This design comes from an exercise in tuning for small area on the open sky130 flow, not from production work. Only simulation tests tie the RTL to the original design; equivalence was not proved. No activity file was given, so power comes from the tool's default toggle rates.

**design/flow/run.sh**
```bash
#!/bin/bash
# synth_recipe.tcl (not shown) runs the flow's synth.tcl, then flattens the netlist and writes it again
# the make line also repeats each setting of config.mk as NAME=value (left out here)
make -C /OpenROAD-flow-scripts/flow DESIGN_CONFIG=/design/flow/config.mk WORK_HOME=/design/flow/orfs CLKGATE_MAP_FILE= SYNTH_SCRIPT=/design/flow/synth_recipe.tcl finish
```
**design/flow/config.mk**
```make
export PLATFORM = sky130hd
export DESIGN_NAME = top
export DESIGN_NICKNAME = top
export VERILOG_FILES = /design/flow/design.v
export SDC_FILE = /design/flow/constraint.sdc
export NUM_CORES = 4
export LEC_CHECK = 0
export CAP_MARGIN = 20
export CORE_MARGIN = 2
export CORE_UTILIZATION = 40
export SLEW_MARGIN = 20
```
**design/flow/constraint.sdc**
```tcl
create_clock -name core_clock -period 10.0 [get_ports {clk}]
set_input_delay 2.0000 -clock core_clock [delete_from_list [all_inputs] [get_ports {clk}]]
set_output_delay 2.0000 -clock core_clock [all_outputs]
set_load 0.01 [all_outputs]
```
**design/flow/design.v**
```verilog
module mux2_1(out, in1, in2, select);
output out;
input in1, in2, select;
wire T1, T2, selectbar;
and (T1, in2, select);
nor (T2, ~in1, select);
or (out, T1, T2);
endmodule
module mux2_1_10b(out, in1, in2, select);
input  [9:0] in1;
input  [9:0] in2;
input        select;
output [9:0] out;
mux2_1 mux0(.out(out[0]), .in1(in1[0]), .in2(in2[0]), .select(select));
mux2_1 mux1(.out(out[1]), .in1(in1[1]), .in2(in2[1]), .select(select));
mux2_1 mux2(.out(out[2]), .in1(in1[2]), .in2(in2[2]), .select(select));
mux2_1 mux3(.out(out[3]), .in1(in1[3]), .in2(in2[3]), .select(select));
mux2_1 mux4(.out(out[4]), .in1(in1[4]), .in2(in2[4]), .select(select));
mux2_1 mux5(.out(out[5]), .in1(in1[5]), .in2(in2[5]), .select(select));
mux2_1 mux6(.out(out[6]), .in1(in1[6]), .in2(in2[6]), .select(select));
mux2_1 mux7(.out(out[7]), .in1(in1[7]), .in2(in2[7]), .select(select));
mux2_1 mux8(.out(out[8]), .in1(in1[8]), .in2(in2[8]), .select(select));
mux2_1 mux9(.out(out[9]), .in1(in1[9]), .in2(in2[9]), .select(select));
endmodule 
module mux2_1_16b(out, in1, in2, select);
input  [15:0] in1;
input  [15:0] in2;
input         select;
output [15:0] out;
mux2_1 mux0 (.out(out[ 0]), .in1(in1[ 0]), .in2(in2[ 0]), .select(select));
mux2_1 mux1 (.out(out[ 1]), .in1(in1[ 1]), .in2(in2[ 1]), .select(select));
mux2_1 mux2 (.out(out[ 2]), .in1(in1[ 2]), .in2(in2[ 2]), .select(select));
mux2_1 mux3 (.out(out[ 3]), .in1(in1[ 3]), .in2(in2[ 3]), .select(select));
mux2_1 mux4 (.out(out[ 4]), .in1(in1[ 4]), .in2(in2[ 4]), .select(select));
mux2_1 mux5 (.out(out[ 5]), .in1(in1[ 5]), .in2(in2[ 5]), .select(select));
mux2_1 mux6 (.out(out[ 6]), .in1(in1[ 6]), .in2(in2[ 6]), .select(select));
mux2_1 mux7 (.out(out[ 7]), .in1(in1[ 7]), .in2(in2[ 7]), .select(select));
mux2_1 mux8 (.out(out[ 8]), .in1(in1[ 8]), .in2(in2[ 8]), .select(select));
mux2_1 mux9 (.out(out[ 9]), .in1(in1[ 9]), .in2(in2[ 9]), .select(select));
mux2_1 mux10(.out(out[10]), .in1(in1[10]), .in2(in2[10]), .select(select));
mux2_1 mux11(.out(out[11]), .in1(in1[11]), .in2(in2[11]), .select(select));
mux2_1 mux12(.out(out[12]), .in1(in1[12]), .in2(in2[12]), .select(select));
mux2_1 mux13(.out(out[13]), .in1(in1[13]), .in2(in2[13]), .select(select));
mux2_1 mux14(.out(out[14]), .in1(in1[14]), .in2(in2[14]), .select(select));
mux2_1 mux15(.out(out[15]), .in1(in1[15]), .in2(in2[15]), .select(select));
endmodule
module select_m(out, in, sel);
output [9:0] out;
input  [7:0] in;
input  [2:0] sel;
wire         _inv   = sel[2];
wire   [1:0] _shift = sel[1:0];
wire   [8:0] _in    = {in[7], in};  
wire   [8:0] in_b   = ~_in + 1'b1;
wire   [9:0] out1;
wire   [9:0] out2;
wire   [9:0] out3;
mux2_1_10b muxA(.out(out1), .in1({_in, 1'b0} ), .in2({_in[8], _in}  ), .select(_shift[0]));
mux2_1_10b muxB(.out(out2), .in1({in_b, 1'b0}), .in2({in_b[8], in_b}), .select(_shift[0]));
mux2_1_10b muxC(.out(out3), .in1(out1        ), .in2(out2           ), .select(_inv));
mux2_1_10b muxD(.out(out),  .in1(out3        ), .in2(10'b0          ), .select(~_shift[0] & ~_shift[1]));
endmodule
module booth_encoder(inv, shift, in);
output reg       inv;
output reg [1:0] shift;  
input  [2:0] in;
wire a = in[2];
wire b = in[1];
wire c = in[0];
reg high;
reg low;
always @(in) begin
	inv = a & ~(b & c);
	high = (~a & b & c) | ~(~a | b | c);
	low = ~(b | ~c) | ~(~b | c);
	shift = {high, low};
end
endmodule
module cla_1b(s, cin, p, g, a, b);
	input a, b, cin;
	output s;
    output p;
    output g;
    wire p;
    wire g;
    xor(p, a, b);
    xor(s, p, cin);
    and(g, a, b);
endmodule
module cla_logic(pg, gg, cout, p, g, cin);
  input [3:0] p;
  input [3:0] g;
  input cin;
  output reg [3:0] cout;
  output reg pg;
  output reg gg;
  always @(*) begin
    cout[0] = g[0] | (p[0] & cin);
    cout[1] = g[1] | (g[0] & p[1]) | (cin & p[0] & p[1]);
    cout[2] = g[2] | (g[1] & p[2]) | (g[0] & p[1] & p[2]) |
              (cin & p[0] & p[1] & p[2]);
    cout[3] = g[3] | (g[2] & p[3]) | (g[1] & p[2] & p[3]) |
              (g[0] & p[1] & p[2] & p[3]) | (cin & p[0] & p[1] & p[2] & p[3]);
    pg = p[0] & p[1] & p[2] & p[3];
    gg = g[3] | (g[2] & p[3]) | (g[1] & p[2] & p[3]) |
              (g[0] & p[1] & p[2] & p[3]);
  end
endmodule
module cla_4b(s, cin, pg, gg, cout, a, b);
  input [3:0] a;
  input [3:0] b;
  input       cin;
  output [3:0] s;
  output       pg;
  output       gg;
  output reg   cout;
  wire [3:0] p;
  wire [3:0] g;
  wire [3:0] c;
  cla_1b fa0(.s(s[0]), .cin(cin ), .p(p[0]), .g(g[0]), .a(a[0]), .b(b[0]));
  cla_1b fa1(.s(s[1]), .cin(c[0]), .p(p[1]), .g(g[1]), .a(a[1]), .b(b[1]));
  cla_1b fa2(.s(s[2]), .cin(c[1]), .p(p[2]), .g(g[2]), .a(a[2]), .b(b[2]));
  cla_1b fa3(.s(s[3]), .cin(c[2]), .p(p[3]), .g(g[3]), .a(a[3]), .b(b[3]));
  cla_logic cla_l1(.pg(pg), .gg(gg), .cout(c), .p(p), .g(g), .cin(cin));
  always @(*) begin
    cout = c[3];
  end
endmodule
module cla_16b(s, cin, pg, gg, cout, a, b);
  input [15:0] a;
  input [15:0] b;
  input        cin;
  output [15:0] s;
  output        pg;
  output        gg;
  output reg    cout;
  wire [3:0] p;
  wire [3:0] g;
  wire [3:0] c;
  cla_4b ca0(.s(s[3 :0 ]), .cin(cin ), .pg(p[0]), .gg(g[0]), .a(a[3 :0 ]), .b(b[3 :0 ]));
  cla_4b ca1(.s(s[7 :4 ]), .cin(c[0]), .pg(p[1]), .gg(g[1]), .a(a[7 :4 ]), .b(b[7 :4 ]));
  cla_4b ca2(.s(s[11:8 ]), .cin(c[1]), .pg(p[2]), .gg(g[2]), .a(a[11:8 ]), .b(b[11:8 ]));
  cla_4b ca3(.s(s[15:12]), .cin(c[2]), .pg(p[3]), .gg(g[3]), .a(a[15:12]), .b(b[15:12]));
  cla_logic cla_l2(.pg(pg), .gg(gg), .cout(c), .p(p), .g(g), .cin(cin));
  always @(*) begin
    cout = c[3];
  end
endmodule
module booth_mult(product, multiplicand, multiplier);
input  [8-1:0]   multiplicand;
input  [8-1:0]   multiplier;
output [2*8-1:0] product;
wire   [8-1:0]   m   = multiplier;
wire   [8-1:0]   md  = multiplicand;
wire [3:0] inv;
wire [1:0] shift [0:3];
wire [8+1:0]   temp_a [0:3];  
wire [2*8-1:0] a      [0:3];  
wire [2*8-1:0] p_sum  [0:1];  
wire [2*8-1:0] sum;           
assign product = sum;
booth_encoder be1(.inv(inv[0]), .shift(shift[0]), .in({m[1:0], 1'b0}));
booth_encoder be2(.inv(inv[1]), .shift(shift[1]), .in(m[3:1]        ));
booth_encoder be3(.inv(inv[2]), .shift(shift[2]), .in(m[5:3]        ));
booth_encoder be4(.inv(inv[3]), .shift(shift[3]), .in(m[7:5]        ));
select_m sm1(.out(temp_a[0]), .in(md), .sel({inv[0], shift[0]}));
select_m sm2(.out(temp_a[1]), .in(md), .sel({inv[1], shift[1]}));
select_m sm3(.out(temp_a[2]), .in(md), .sel({inv[2], shift[2]}));
select_m sm4(.out(temp_a[3]), .in(md), .sel({inv[3], shift[3]}));
mux2_1_16b m1(.out(a[0]), .in1({6'b0, temp_a[0]}      ), .in2({6'b11_1111, temp_a[0]}      ), .select(temp_a[0][8+1]));
mux2_1_16b m2(.out(a[1]), .in1({4'b0, temp_a[1], 2'b0}), .in2({4'b1111,    temp_a[1], 2'b0}), .select(temp_a[1][8+1]));
mux2_1_16b m3(.out(a[2]), .in1({2'b0, temp_a[2], 4'b0}), .in2({2'b11,      temp_a[2], 4'b0}), .select(temp_a[2][8+1]));
mux2_1_16b m4(.out(a[3]), .in1({      temp_a[3], 6'b0}), .in2({            temp_a[3], 6'b0}), .select(temp_a[3][8+1]));
cla_16b cla_16b_1(.s(p_sum[0]), .cin(1'b0), .a(a[0]    ), .b(a[1]    ));
cla_16b cla_16b_2(.s(p_sum[1]), .cin(1'b0), .a(a[2]    ), .b(a[3]    ));
cla_16b cla_16b_3(.s(sum     ), .cin(1'b0), .a(p_sum[0]), .b(p_sum[1]));
endmodule
module dff_16b(dout, din, clk, rst);
  input             clk;
  input             rst;
  input [15:0]      din;
  output reg [15:0] dout;
  always @(posedge clk) begin
    if (rst)
      dout <= 0;
    else 
      dout <= din;
    end
endmodule
module top(y, x, c0, c1, c2, clk, rst);
input                        clk;
input                        rst;
input  [8-1:0]   x;
input  [8-1:0]   c0;
input  [8-1:0]   c1;
input  [8-1:0]   c2;
output [2*8-1:0] y;
wire   [8-1:0]   c      [0:2];
wire   [2*8-1:0] cx     [0:2];
wire   [2*8-1:0] dff_in;
wire   [2*8-1:0] dff    [0:1];
assign c[0] = c0;
assign c[1] = c1;
assign c[2] = c2;
booth_mult m1(.product(cx[0]), .multiplicand(x), .multiplier(c[0]));
booth_mult m2(.product(cx[1]), .multiplicand(x), .multiplier(c[1]));
booth_mult m3(.product(cx[2]), .multiplicand(x), .multiplier(c[2]));
dff_16b d1(.clk(clk), .rst(rst), .din(cx[0] ), .dout(dff[0]));
dff_16b d2(.clk(clk), .rst(rst), .din(dff_in), .dout(dff[1]));
cla_16b ca1(.s(dff_in), .cin(1'b0), .a(dff[0]), .b(cx[1]));
cla_16b ca2(.s(y),      .cin(1'b0), .a(dff[1]), .b(cx[2]));
endmodule
```
==> results.py <==
metrics = {
    "synth": {
        "netlist_instances": 1238,
        "ys.flop_type": "sky130_fd_sc_hd__dfxtp_1",
        "async_flop_share_pct": 0,
        "ys_warn_count": 7,
        "syn_area_per_cell_sq_um": 7.51,
        "syn-num-nets": 1463,
        "netlist-cell-type-count": 59,
        "yosysSeqAreaShare_pct": 6.89,
        "synth_largest_type_area_fraction_pct": 20.6,
        "synth_area_leaders": "sky130_fd_sc_hd__ha_1 21%, sky130_fd_sc_hd__xnor2_1 8.7%, sky130_fd_sc_hd__fa_1 8.2%, sky130_fd_sc_hd__nor2_1 7.7%, sky130_fd_sc_hd__dfxtp_1 6.9%",
        "post_synth_instance_area_sq_um": 9300,
        "synth.ff_latch_count": 32,
        "synth_enable_flop_cells": 0,
        "synth_top_area_cell": "sky130_fd_sc_hd__ha_1",
    },
    "worst_hold_path": {
        "timing.hold.worst.class": "flip-flop to flip-flop",
        "worst_hold_startpoint": "d1.dout[0]",
    },
    "global_route": {
        "grt.overflow.total": 0,
        "via_count_of_the_first_global_routing_pass": 7902,
        "pin_count_of_the_biggest_net_entering_global_routing": 33,
        "antenna_found_initial": 0,
        "grtUsageTotal_pct": 21.4,
        "grt_first_pass_wirelength_mm": 41.6,
    },
    "layout": {
        "layout_common_cells": "185 x sky130_fd_sc_hd__nor2_1, 148 x sky130_fd_sc_hd__ha_1, 124 x sky130_fd_sc_hd__buf_4",
        "filler_cell_count": 2248,
        "finalNetCount": 1562,
        "finish.instance_area_sq_um": 11000,
        "final_common_cell": "sky130_fd_sc_hd__nor2_1",
        "utilization_pct": 48.6,
        "num_antenna_cells": 0,
        "syn_to_final_growth_pct": 18.6,
        "layout-drive-gt1-share_pct": 14.7,
    },
    "detailed_routing": {
        "wirelength_mm": 26.2,
        "avgRoutedWirePerCell_microns": 16.1,
        "viasPerCell": 5.31,
        "initialDrtViolationCount": 537,
        "dr.pass1.iters": 6,
        "antenna_violating_nets_post_route": 0,
        "via_count": 8608,
        "drc": 0,
    },
    "sta": {
        "worst_slack_on_hold_paths_ns": 0.601,
        "max_slew_margin_pct": 33.2,
        "fmax_ghz": 0.104,
        "timing_worst_slew_pin_value_ns": 0.995,
        "slew_violations": 0,
        "final.min_clock_period_ns": 9.65,
        "final_hold_viol_count": 0,
        "post-route-worst-setup-slack_ns": 0.354,
        "rsz0062_at_grt": "no",
        "finalClockSkew_ns": 0.00425,
        "finalSetupViolCount": 0,
        "layout_worst_path_cycle_share_pct": 96.5,
    },
    "worst_setup_path": {
        "path_max_fanout": 4,
        "end_kind": "primary output",
        "critPathRequiredTime_ns": 8.00,
        "worstSetupPathType": "primary input to primary output",
        "longest_individual_stage_delay_on_the_worst_path_ns": 0.51,
        "cp_common_cell": "sky130_fd_sc_hd__o21a_1",
        "worst_path_max_delay_cell": "sky130_fd_sc_hd__fa_1",
        "critPathLaunchType": "primary input",
        "data_arrival_time_of_the_critical_path_ns": 7.65,
        "crit-reg2reg-launch": "d1.dout[1]",
        "crit_start": "x[1]",
    },
    "die": {
        "placeableCoreArea_sq_um": 22700,
        "rows": 55,
        "initial_utilization_pct": 41.0,
        "fp.dieW_microns": 156,
        "dieArea_sq_um": 24500,
        "num_io_pins": 50,
        "die_span_in_y_microns": 156,
    },
    "placed_design": {
        "dp_hpwl_mm": 21.4,
        "dpl_worst_slack_ns": -0.542,
        "gpl.final_weighted_congestion": 0.929,
        "io_buffer_count": 49,
        "placement.cell_area_sq_um": 10700,
    },
    "clocking": {
        "clockRootBuffer": "sky130_fd_sc_hd__clkbuf_16",
        "path_clk_slew_ns": 0.05,
        "cts_max_level": 2,
        "cts_hold_buf": 0,
        "tritoncts.num_buffers": 5,
        "clock_tree_from_tritoncts": "yes",
        "cts_num_sinks": 32,
        "clk-insertion-delay-late_ns": 0.28,
        "cts.path.max_buffers": 2,
    },
    "power": {
        "power.density_cell_area_nw_per_um2": 254,
        "totalPowerFinal_mw": 2.81,
        "leakage_nw": 5.30,
        "vdd.ir_drop.worst_mv": 0.198,
    },
    "outcome": {
        "status": "complete, no violations",
    },
    "run": {
        "maxCapViolations": 0,
    },
}
[synthesized netlist by cell type (all sizes together) (6+ instances only)]
cell type	count
a21oi	86
xor2	38
nor3	26
a211oi	28
xnor2	93
nand2b	37
clkbuf	46
a22oi	6
nor2b	28
mux2	7
nor2	191
buf	39
fa	38
ha	153
o21ai	43
mux2i	19
a21o	27
nand2	72
dfxtp	32
a22o	8
o211ai	6
a221oi	16
inv	83
and2	13
o21a	44
a32o	6
a211o	9
[routing by layer]
metal,up-vias,part of all wire (%),wire length [microns],global-route usage [%]
li1,4401,-,-,-
met1,3974,48,12500,29.8
met4,0,1.9,509,5.20
met2,206,46,12000,36.1
met5,-,0,0,0
met3,27,4.4,1150,1.50
[critical path: cells and delay by family]
| kind | cells | cell delay (ns) |
|---|---|---|
| adders and majority gates | 7 | 1.83 |
| and+or+nand+nor | 5 | 1.11 |
| buffers and inverters | 7 | 0.77 |
| xor gates and xnor gates | 4 | 0.57 |
| AOI/OAI and AO/OA | 10 | 1.37 |
[repair_timing]
| item | 4_1_cts | 5_1_grt |
|---|---|---|
| gates resized for setup | 12 | 42 |
| setup buffers | 0 | 7 |
| endpoints found under the setup margin | 2 | 4 |
| pin swaps | 3 | 28 |
[state kept, by name, indices dropped and copies added (netlist names)]
signal   cells
d1.dout     16
d2.dout     16
[report_power, final]
group / switching [mW] / total [mW] / internal (mW)
clock: 0.0504 / 0.155 / 0.104
combinational: 1.22 / 2.45 / 1.22
sequential: 0.0266 / 0.206 / 0.179
[metrics by stage]
step | cells | setup TNS, ns
2_1_floorplan | 1238 | 0
3_3_place_gp | 1608 | -0.482
3_5_place_dp | 1608 | -0.565
4_1_cts | 1615 | 0
5_1_grt | 1622 | 0
6_report | 1622 | 0
[cell type report]
| class | instances | area, sq um | area share, % |
|---|---|---|---|
| clock buffers | 7 | 153 | 1.38 |
| repair buffers | 177 | 1470 | 13.3 |
| flip-flops and latches | 32 | 641 | 5.81 |
| multi-input cells | 1036 | 8090 | 73.3 |
| inverters | 85 | 319 | 2.89 |
| well taps | 285 | 357 | 3.23 |
[final timing paths]
path / to / slack, ns / cells after the start
max: y[15] / 0.35 / 33
min: d2.dout[0] / 0.60 / 2
max reg2reg: d2.dout[15] / 6.43 / 15
min reg2reg: d2.dout[0] / 0.60 / 2
[kinds of logic (layout without fill, tap and decap cells)]
| group | count (synthesis) | count (layout) | synth area share (%) |
|---|---|---|---|
| AND/OR/NAND/NOR | 392 | 392 | 19.5 |
| XOR/XNOR | 131 | 131 | 12.5 |
| adder cells (fa/ha/maj) | 191 | 191 | 28.8 |
| flip-flops | 32 | 32 | 6.89 |
| buffers and inverters | 170 | 269 | 7.72 |
| multiplexers | 26 | 26 | 2.89 |
| AO/OA/AOI/OAI | 296 | 296 | 21.8 |

==> separate check: timing with driven ports <==
The results above use ideal ports. As a check the final layout listed here was re-extracted and re-timed, cells and wires unchanged.
Step 1: set_driving_cell puts a clkbuf_16 on clk and a buf_2 on each other input, an assumption about the parent block.
Step 2 moves the port delays by t, midway between the first and last clock arrival at a register: inputs arrive t later, outputs are due t later. That takes back most of the time a late clock gives input paths.
Slacks: ideal ports / drivers / drivers and shift; pairs: ideal ports / drivers.
t (ns): 0.308
setup slack, ns: 0.354 / 0.332 / 0.332
worst setup path at the end: input to output
worst register clock-pin slew, ns: 0.05 / 0.05
cell pins on the clock port's net: 1
After both steps this run still meets setup and hold. For this run, drivers alone change the setup slack by -0.022 ns; drivers and shift together by -0.022 ns.
